What follows belongs to an exercise in optimizing a design on an open flow for small area and a short achievable clock period; a production flow would make more cautious choices.
Function was checked by simulation only, so behaviour that the tests miss may differ from the original.
No activity file was given, so power comes from the tool's default toggle rates.

==> build 47: inputs <==
==> flow/design.v <==
`timescale 1ns / 1ps
module rf_read_port(
    input  [4:0]     rs,
    input  [1023:32] rf_flat,
    input  [31:1]    rf_v,
    input            byp,
    input  [31:0]    wdata,
    output [31:0]    rd
    );
    wire [31:0] dec = 32'd1 << rs;
    wire [31:1] sel = dec[31:1] & rf_v;
    wire nv = ~(|sel);
    reg [31:0] m;
    integer i;
    always @(*) begin
        m = {27'd0, {5{nv}} & rs};
        for (i = 1; i < 32; i = i + 1)
            m = m | ({32{sel[i]}} & rf_flat[32*i +: 32]);
    end
    assign rd = byp ? wdata : m;
endmodule
`timescale 1ns / 1ps
module add32nc(
    input  [31:0] a,
    input  [31:0] b,
    output [31:0] s
    );
    assign s = a + b;
endmodule
module add8cs(
    input  [7:0] a,
    input  [7:0] b,
    output [7:0] s0,
    output       c0,
    output [7:0] s1,
    output       c1
    );
    assign {c0, s0} = {1'b0, a} + {1'b0, b};
    assign {c1, s1} = {1'b0, a} + {1'b0, b} + 9'd1;
endmodule
module compare(
    input  [31:0] a,
    input  [31:0] b,
    output        ltu,
    output        lts,       
    output        ltsub      
    );
    wire lt_lo = a[30:0] < b[30:0];
    assign ltu   = (a[31] ^ b[31]) ? b[31] : lt_lo;
    assign lts   = (a[31] ^ b[31]) ? a[31] : lt_lo;
    assign ltsub = a[31] ^ b[31] ^ lt_lo;
endmodule
module shifter(
    input  [31:0] val,
    input  [4:0]  amt,
    input         big,
    input         fill,
    output [31:0] res
    );
    wire signed [32:0] sh_ext = {fill, val};
    wire signed [32:0] sh_rx = sh_ext >>> amt;
    assign res = big ? {32{fill}} : sh_rx[31:0];
endmodule
`timescale 1ns / 1ps
module dm_access(
    input  [511:0] dm_flat,
    input  [63:0]  dm_v,
    input  [5:0]   a,         
    input  [5:0]   b,
    input          we,        
    input  [1:0]   wsize,     
    input  [31:0]  wdata,
    output [31:0]  banks,
    output [3:0]   bvalid,
    output [1:0]   ma_lo,     
    output reg [63:0] bwe,    
    output [31:0]  wbank      
    );
    wire [2:0] lo = {1'b0, a[1:0]} + {1'b0, b[1:0]};
    wire c2 = lo[2];
    assign ma_lo = lo[1:0];
    wire [3:0] ah = a[5:2], bh = b[5:2];
    reg [15:0] rdec;
    reg [3:0] k;
    reg ok;
    integer q, n;
    always @(*) begin
        for (q = 0; q < 16; q = q + 1) begin
            k = q;
            ok = ((k[0] ^ ah[0] ^ bh[0]) == c2);
            for (n = 1; n < 4; n = n + 1)
                ok = ok & ((k[n] ^ ah[n] ^ bh[n]) == ((ah[n-1] == bh[n-1]) ? ah[n-1] : ~k[n-1]));
            rdec[q] = ok;
        end
    end
    wire [15:0] rdec1 = {rdec[14:0], 1'b0};
    wire [15:0] sel [0:3];
    assign sel[0] = (lo[1:0] > 2'd0) ? rdec1 : rdec;
    assign sel[1] = (lo[1:0] > 2'd1) ? rdec1 : rdec;
    assign sel[2] = (lo[1:0] > 2'd2) ? rdec1 : rdec;
    assign sel[3] = rdec;
    reg [31:0] bd;
    reg [3:0] bv;
    integer j, r;
    always @(*) begin
        bd = 32'd0; bv = 4'd0;
        for (j = 0; j < 4; j = j + 1)
            for (r = 0; r < 16; r = r + 1) begin
                bd[8*j +: 8] = bd[8*j +: 8] | ({8{sel[j][r] & dm_v[4*r+j]}} & dm_flat[8*(4*r+j) +: 8]);
                bv[j] = bv[j] | (sel[j][r] & dm_v[4*r+j]);
            end
    end
    assign banks = bd;
    assign bvalid = bv;
    wire [3:0] lane_en = (wsize == 2'd0) ? 4'b0001 : (wsize == 2'd1) ? 4'b0011 : 4'b1111;
    wire [3:0] bank_en = (lo[1:0] == 2'd0) ? lane_en :
                         (lo[1:0] == 2'd1) ? {lane_en[2:0], lane_en[3]} :
                         (lo[1:0] == 2'd2) ? {lane_en[1:0], lane_en[3:2]} :
                                             {lane_en[0],   lane_en[3:1]};
    assign wbank = (lo[1:0] == 2'd0) ? wdata :
                   (lo[1:0] == 2'd1) ? {wdata[23:0], wdata[31:24]} :
                   (lo[1:0] == 2'd2) ? {wdata[15:0], wdata[31:16]} :
                                       {wdata[7:0],  wdata[31:8]};
    always @(*) begin
        for (j = 0; j < 4; j = j + 1)
            for (r = 0; r < 16; r = r + 1)
                bwe[4*r+j] = we & bank_en[j] & sel[j][r];
    end
endmodule
`timescale 1ns / 1ps
module scpu_core(
    input clk,
    input rstn,
    output [31:0] pc,
    input [31:0] instr,
    output rf_we,
    output [4:0] rf_waddr,
    output [31:0] rf_wdata
    );
    integer i;
    function [31:0] rev32(input [31:0] x);
        integer k;
        for (k = 0; k < 32; k = k + 1) rev32[k] = x[31-k];
    endfunction
    reg [1023:32] rf_flat;         
    reg [31:1]    rf_v;
    reg [511:0]   dm_flat;         
    reg [63:0]    dm_v;
    reg [31:0] s0_q;               
    reg [31:8] s1_q;               
    reg [3:0]  c0_q;               
    reg [3:1]  c1_q;               
    reg        sub_q;              
    reg [3:0]  bv_q;               
    reg [31:0] res_q;              
    reg        sum_q, rev_q, jalr_q;
    reg [31:0] pc1_q, tgt_q;       
    reg        redir_q;            
    reg [5:0]  ma_q;               
    reg [4:0]  rd_q;
    reg we_q, ld_q;
    reg ldb_q, ldh_q, ldsx_q;
    wire [6:0] op  = instr[6:0];
    wire [2:0] f3  = instr[14:12];
    wire [6:0] f7  = instr[31:25];
    wire [4:0] rs1 = instr[19:15];
    wire [4:0] rs2 = instr[24:20];
    wire is_r    = (op == 7'b0110011);
    wire is_i    = (op == 7'b0010011);
    wire is_ld   = (op == 7'b0000011);
    wire is_st   = (op == 7'b0100011);
    wire is_br   = (op == 7'b1100011);
    wire is_jal  = (op == 7'b1101111);
    wire is_jalr = (op == 7'b1100111);
    wire is_lui  = (op == 7'b0110111);
    wire is_x10  = (op == 7'b0010000);    
    wire f7z = (f7 == 7'b0000000);
    wire f7s = (f7 == 7'b0100000);
    wire reg_write = is_r | is_i | is_ld | is_jal | is_jalr | is_lui | is_x10;
    wire alu_ri  = is_r | is_i;
    wire ri_std  = (is_r & f7z) | is_i;
    wire fn_sub  = is_r & f7s & (f3 == 3'd0);
    wire fn_sll  = alu_ri & f7z & (f3 == 3'd1);
    wire fn_slt  = ri_std & (f3 == 3'd2);
    wire fn_sltu = ri_std & (f3 == 3'd3);
    wire fn_xor  = ri_std & (f3 == 3'd4);
    wire fn_srl  = alu_ri & f7z & (f3 == 3'd5);
    wire fn_sra  = alu_ri & f7s & (f3 == 3'd5);
    wire fn_or   = ri_std & (f3 == 3'd6);
    wire fn_and  = ri_std & (f3 == 3'd7);
    wire fn_shl  = fn_sll | is_x10;
    wire fn_shift = fn_shl | fn_srl | fn_sra;
    wire fn_sum  = alu_ri & ~(fn_slt | fn_sltu | fn_xor | fn_or | fn_and | fn_shift);
    wire sub     = fn_sub | fn_slt | fn_sltu | is_br;
    wire byp1 = rf_we & (rf_waddr == rs1) & (rs1 != 5'd0);
    wire byp2 = rf_we & (rf_waddr == rs2) & (rs2 != 5'd0);
    wire [31:0] r1, r2;
    rf_read_port u_rp1(.rs(rs1), .rf_flat(rf_flat), .rf_v(rf_v), .byp(byp1), .wdata(rf_wdata), .rd(r1));
    rf_read_port u_rp2(.rs(rs2), .rf_flat(rf_flat), .rf_v(rf_v), .byp(byp2), .wdata(rf_wdata), .rd(r2));
    wire [31:0] imm_i  = {{20{instr[31]}}, instr[31:20]};
    wire [31:0] imm_iu = {20'b0, instr[31:20]};
    wire [31:0] imm_b  = {{21{instr[31]}}, instr[7], instr[30:25], instr[11:8]};
    wire [31:0] imm_j  = {{13{instr[31]}}, instr[19:12], instr[20], instr[30:21]};
    wire [31:0] opb = (is_r | is_br) ? r2 : ((is_i & (f3 == 3'd3)) ? imm_iu : imm_i);
    wire [31:0] ax = r1 ^ {32{sub}};
    wire [31:0] bs0, bs1;
    wire [3:0]  bc0, bc1;
    genvar gk;
    generate
        for (gk = 0; gk < 4; gk = gk + 1) begin : g_blk
            add8cs u_blk(.a(ax[8*gk +: 8]), .b(opb[8*gk +: 8]),
                         .s0(bs0[8*gk +: 8]), .c0(bc0[gk]), .s1(bs1[8*gk +: 8]), .c1(bc1[gk]));
        end
    endgenerate
    wire ltu, lts, ltsub;
    compare u_cmp(.a(r1), .b(opb), .ltu(ltu), .lts(lts), .ltsub(ltsub));
    wire [31:0] pc12 = pc + 32'd12;
    wire [31:0] sh_val = is_x10 ? rev32({12'd0, instr[31:12]}) :
                         fn_sll ? rev32(r1) : r1;
    wire [31:0] sh_b   = is_x10 ? pc12 : opb;
    wire [31:0] sh_res;
    shifter u_sh(.val(sh_val), .amt(sh_b[4:0]), .big(|sh_b[31:5]),
                 .fill(fn_sra & r1[31]), .res(sh_res));
    wire [31:0] pc1 = pc + 32'd1;
    wire [31:0] res =
        ({32{fn_slt}}  & {31'd0, lts}) |
        ({32{fn_sltu}} & {31'd0, ltu}) |
        ({32{fn_xor}}  & (r1 ^ opb)) |
        ({32{fn_or}}   & (r1 | opb)) |
        ({32{fn_and}}  & (r1 & opb)) |
        ({32{fn_shift}} & sh_res) |
        ({32{is_jal | is_jalr}} & pc1) |
        ({32{is_lui}}  & {instr[31:12], 12'd0});
    wire [31:0] pcimm;
    add32nc u_pcimm(.a(pc), .b(is_jal ? imm_j : imm_b), .s(pcimm));
    wire eq = (r1 == r2);
    wire lt = ltsub;                                  
    reg taken;
    always @(*) begin
        case (f3)
        3'd0: taken = eq;
        3'd1: taken = ~eq;
        3'd4: taken = lt;
        3'd5: taken = ~lt;
        3'd7: taken = 1'b1;
        default: taken = 1'b0;
        endcase
    end
    wire redir = is_jal | (is_br & taken);            
    wire [5:0] moff = is_st ? {instr[30:25], instr[11:7]} : instr[25:20];
    wire [1:0] ma_lo;
    wire [5:0] ma = r1[5:0] + moff;                
    wire [31:0] mbanks, wbank;
    wire [3:0] mbv;
    wire [63:0] bwe;
    dm_access u_dm(.dm_flat(dm_flat), .dm_v(dm_v), .a(r1[5:0]), .b(moff), .ma_lo(ma_lo), .we(is_st),
                   .wsize((f3 == 3'd0) ? 2'd0 : (f3 == 3'd1) ? 2'd1 : 2'd2),
                   .wdata(r2), .banks(mbanks), .bvalid(mbv), .bwe(bwe), .wbank(wbank));
    always @(posedge clk) begin
        for (i = 0; i < 64; i = i + 1)
            if (bwe[i]) dm_flat[8*i +: 8] <= wbank[8*(i%4) +: 8];
    end
    always @(posedge clk or negedge rstn) begin
        if (!rstn) dm_v <= 64'd0;
        else dm_v <= dm_v | bwe;
    end
    always @(posedge clk or negedge rstn) begin
        if (!rstn) begin
            pc1_q <= 32'd0;
            we_q <= 1'b0; ld_q <= 1'b0; redir_q <= 1'b0; jalr_q <= 1'b0;
        end else begin
            pc1_q <= pc1;
            we_q <= reg_write; ld_q <= is_ld; redir_q <= redir; jalr_q <= is_jalr;
        end
    end
    always @(posedge clk) begin
        res_q <= res;
        s0_q <= is_ld ? mbanks : bs0;
        s1_q <= bs1[31:8];
        c0_q <= bc0;
        c1_q <= bc1[3:1];
        sub_q <= sub;
        bv_q <= mbv;
        sum_q <= fn_sum;
        rev_q <= fn_shl;
        tgt_q <= pcimm;
        ma_q <= ma;
        rd_q <= instr[11:7];
        ldb_q <= (f3 == 3'd0) | (f3 == 3'd4);
        ldh_q <= (f3 == 3'd1) | (f3 == 3'd5);
        ldsx_q <= ~f3[2];
    end
    assign rf_we    = we_q;
    assign rf_waddr = rd_q;
    wire k1 = c0_q[0];
    wire k2 = k1 ? c1_q[1] : c0_q[1];
    wire k3 = k2 ? c1_q[2] : c0_q[2];
    wire [31:0] t = {k3 ? s1_q[31:24] : s0_q[31:24],
                     k2 ? s1_q[23:16] : s0_q[23:16],
                     k1 ? s1_q[15:8]  : s0_q[15:8],
                     s0_q[7:0]};
    wire [31:0] sum = t ^ {32{sub_q}};
    assign pc = jalr_q ? sum : redir_q ? tgt_q : pc1_q;
    reg [31:0] banks;
    reg [4:0] brow;
    integer j;
    always @(*) begin
        for (j = 0; j < 4; j = j + 1) begin
            brow = {1'b0, ma_q[5:2]} + ((ma_q[1:0] > j) ? 5'd1 : 5'd0);
            banks[8*j +: 8] = bv_q[j] ? s0_q[8*j +: 8] :
                              brow[4] ? 8'd0 : {2'd0, brow[3:0], j[1:0]};
        end
    end
    wire [31:0] mword = (ma_q[1:0] == 2'd0) ? banks :
                        (ma_q[1:0] == 2'd1) ? {banks[7:0],  banks[31:8]} :
                        (ma_q[1:0] == 2'd2) ? {banks[15:0], banks[31:16]} :
                                              {banks[23:0], banks[31:24]};
    wire [31:0] ldata;
    assign ldata[7:0]   = mword[7:0];
    assign ldata[15:8]  = ldb_q ? {8{ldsx_q & mword[7]}} : mword[15:8];
    assign ldata[31:16] = ldb_q ? {16{ldsx_q & mword[7]}} :
                          ldh_q ? {16{ldsx_q & mword[15]}} : mword[31:16];
    assign rf_wdata = ld_q  ? ldata :
                      sum_q ? sum :
                      rev_q ? rev32(res_q) : res_q;
    reg [31:1] rf_wsel;
    always @(*) begin
        for (i = 1; i < 32; i = i + 1)
            rf_wsel[i] = rf_we & (rf_waddr == i);
    end
    always @(posedge clk) begin
        for (i = 1; i < 32; i = i + 1)
            if (rf_wsel[i]) rf_flat[32*i +: 32] <= rf_wdata;
    end
    always @(posedge clk or negedge rstn) begin
        if (!rstn) rf_v <= 31'd0;
        else rf_v <= rf_v | rf_wsel;
    end
endmodule
==> flow/run.sh <==
#!/bin/bash
# synth_recipe.tcl (not shown) runs the flow's synth.tcl, then flattens the netlist and writes it again
# the make line also repeats each setting of config.mk as NAME=value (left out here)
make -C /OpenROAD-flow-scripts/flow DESIGN_CONFIG=/design/flow/config.mk WORK_HOME=/design/flow/orfs CLKGATE_MAP_FILE= SYNTH_SCRIPT=/design/flow/synth_recipe.tcl finish
==> flow/config.mk <==
export PLATFORM = sky130hd
export DESIGN_NAME = scpu_core
export DESIGN_NICKNAME = scpu_core
export VERILOG_FILES = /design/flow/design.v
export SDC_FILE = /design/flow/constraint.sdc
export NUM_CORES = 4
export LEC_CHECK = 0
export CAP_MARGIN = 20
export CORE_MARGIN = 2
export CORE_UTILIZATION = 45
export CTS_CLUSTER_DIAMETER = 80
export CTS_CLUSTER_SIZE = 25
export PLACE_DENSITY = 0.6
export SETUP_SLACK_MARGIN = 5
export SLEW_MARGIN = 20
export SYNTH_HIERARCHICAL = 1
export TNS_END_PERCENT = 0
==> flow/constraint.sdc <==
create_clock -name core_clock -period 11.0 [get_ports {clk}]
set_input_delay 2.2000 -clock core_clock [delete_from_list [all_inputs] [get_ports {clk}]]
set_output_delay 2.2000 -clock core_clock [all_outputs]
set_load 0.01 [all_outputs]
==> build 36: changes against build 47 <==
Settings changed: CORE_UTILIZATION 45 to 40, PLACE_DENSITY 0.6 to 0.55.
==> build 26: changes against build 47 <==
Settings changed: CORE_UTILIZATION 45 to 50, PLACE_DENSITY 0.6 to 0.65.
==> comparison table <==
metric                                                        build 36                 build 47                 build 26
Run status                                     complete, no violations  complete, no violations  complete, no violations
Worst slew margin relative to its limit                          0.180                    0.164                    0.125
Initial standard-cell utilization of the core                    0.402                    0.452                    0.502
Source of the critical timing path                           instr[20]                instr[20]                instr[16]
Met3 layer wire length in the routed design                    56.4 mm                  59.9 mm                  71.2 mm
Fin worst setup slack                                          4.27 ns                  4.33 ns                  4.27 ns
Biggest cell delay along the critical path                     0.45 ns                  0.58 ns                  0.71 ns
Clk cell area share                                             0.0356                   0.0353                   0.0348
Area used by sequential logic in the layout                 0.0514 mm2               0.0514 mm2               0.0514 mm2
Net switching power of the design                            0.00503 W                0.00501 W                0.00500 W
Final non-clock buffer share                                    0.0664                   0.0599                   0.0719
Per-cell via count in the routed design                           7.14                     7.42                     7.83
Met2 layer wire length in the routed design                     184 mm                   172 mm                   169 mm
CLK BUF                                                            133                      127                      128

-- what the ideal ports hide --
Ports are ideal in the flow. The routed layouts listed here were re-timed in OpenROAD. Step 1 sets driving cells, clkbuf_16 on the clock port and buf_2 on the other inputs (assumed; they add their load-dependent delay and slew). Step 2 moves the port delays by t, midway between the first and last clock arrival at a register: inputs arrive t later, outputs are due t later. That takes back most of the time a late clock gives input paths. Slacks: ideal / step 1 / step 2; pairs: ideal / step 1.
run | t (ns) | setup slack, ns | hold WS [ns] | slew at the worst register clock pin (ns) | worst slew at a driven data input, ns
build 47 | 0.946 | 4.332 / 4.376 / 3.430 | 0.466 / 0.466 / 0.466 | 0.11 / 0.11 | 0.08
build 36 | 0.896 | 4.266 / 4.172 / 3.276 | 0.468 / 0.468 / 0.468 | 0.11 / 0.11 | 0.21
build 26 | 0.909 | 4.271 / 4.312 / 3.402 | 0.467 / 0.467 / 0.467 | 0.11 / 0.11 | 0.08
After both steps setup and hold are still met in every run listed. The setup slack of build 36, which loses most, moves by -0.094 ns with the drivers and by -0.990 ns with both steps.
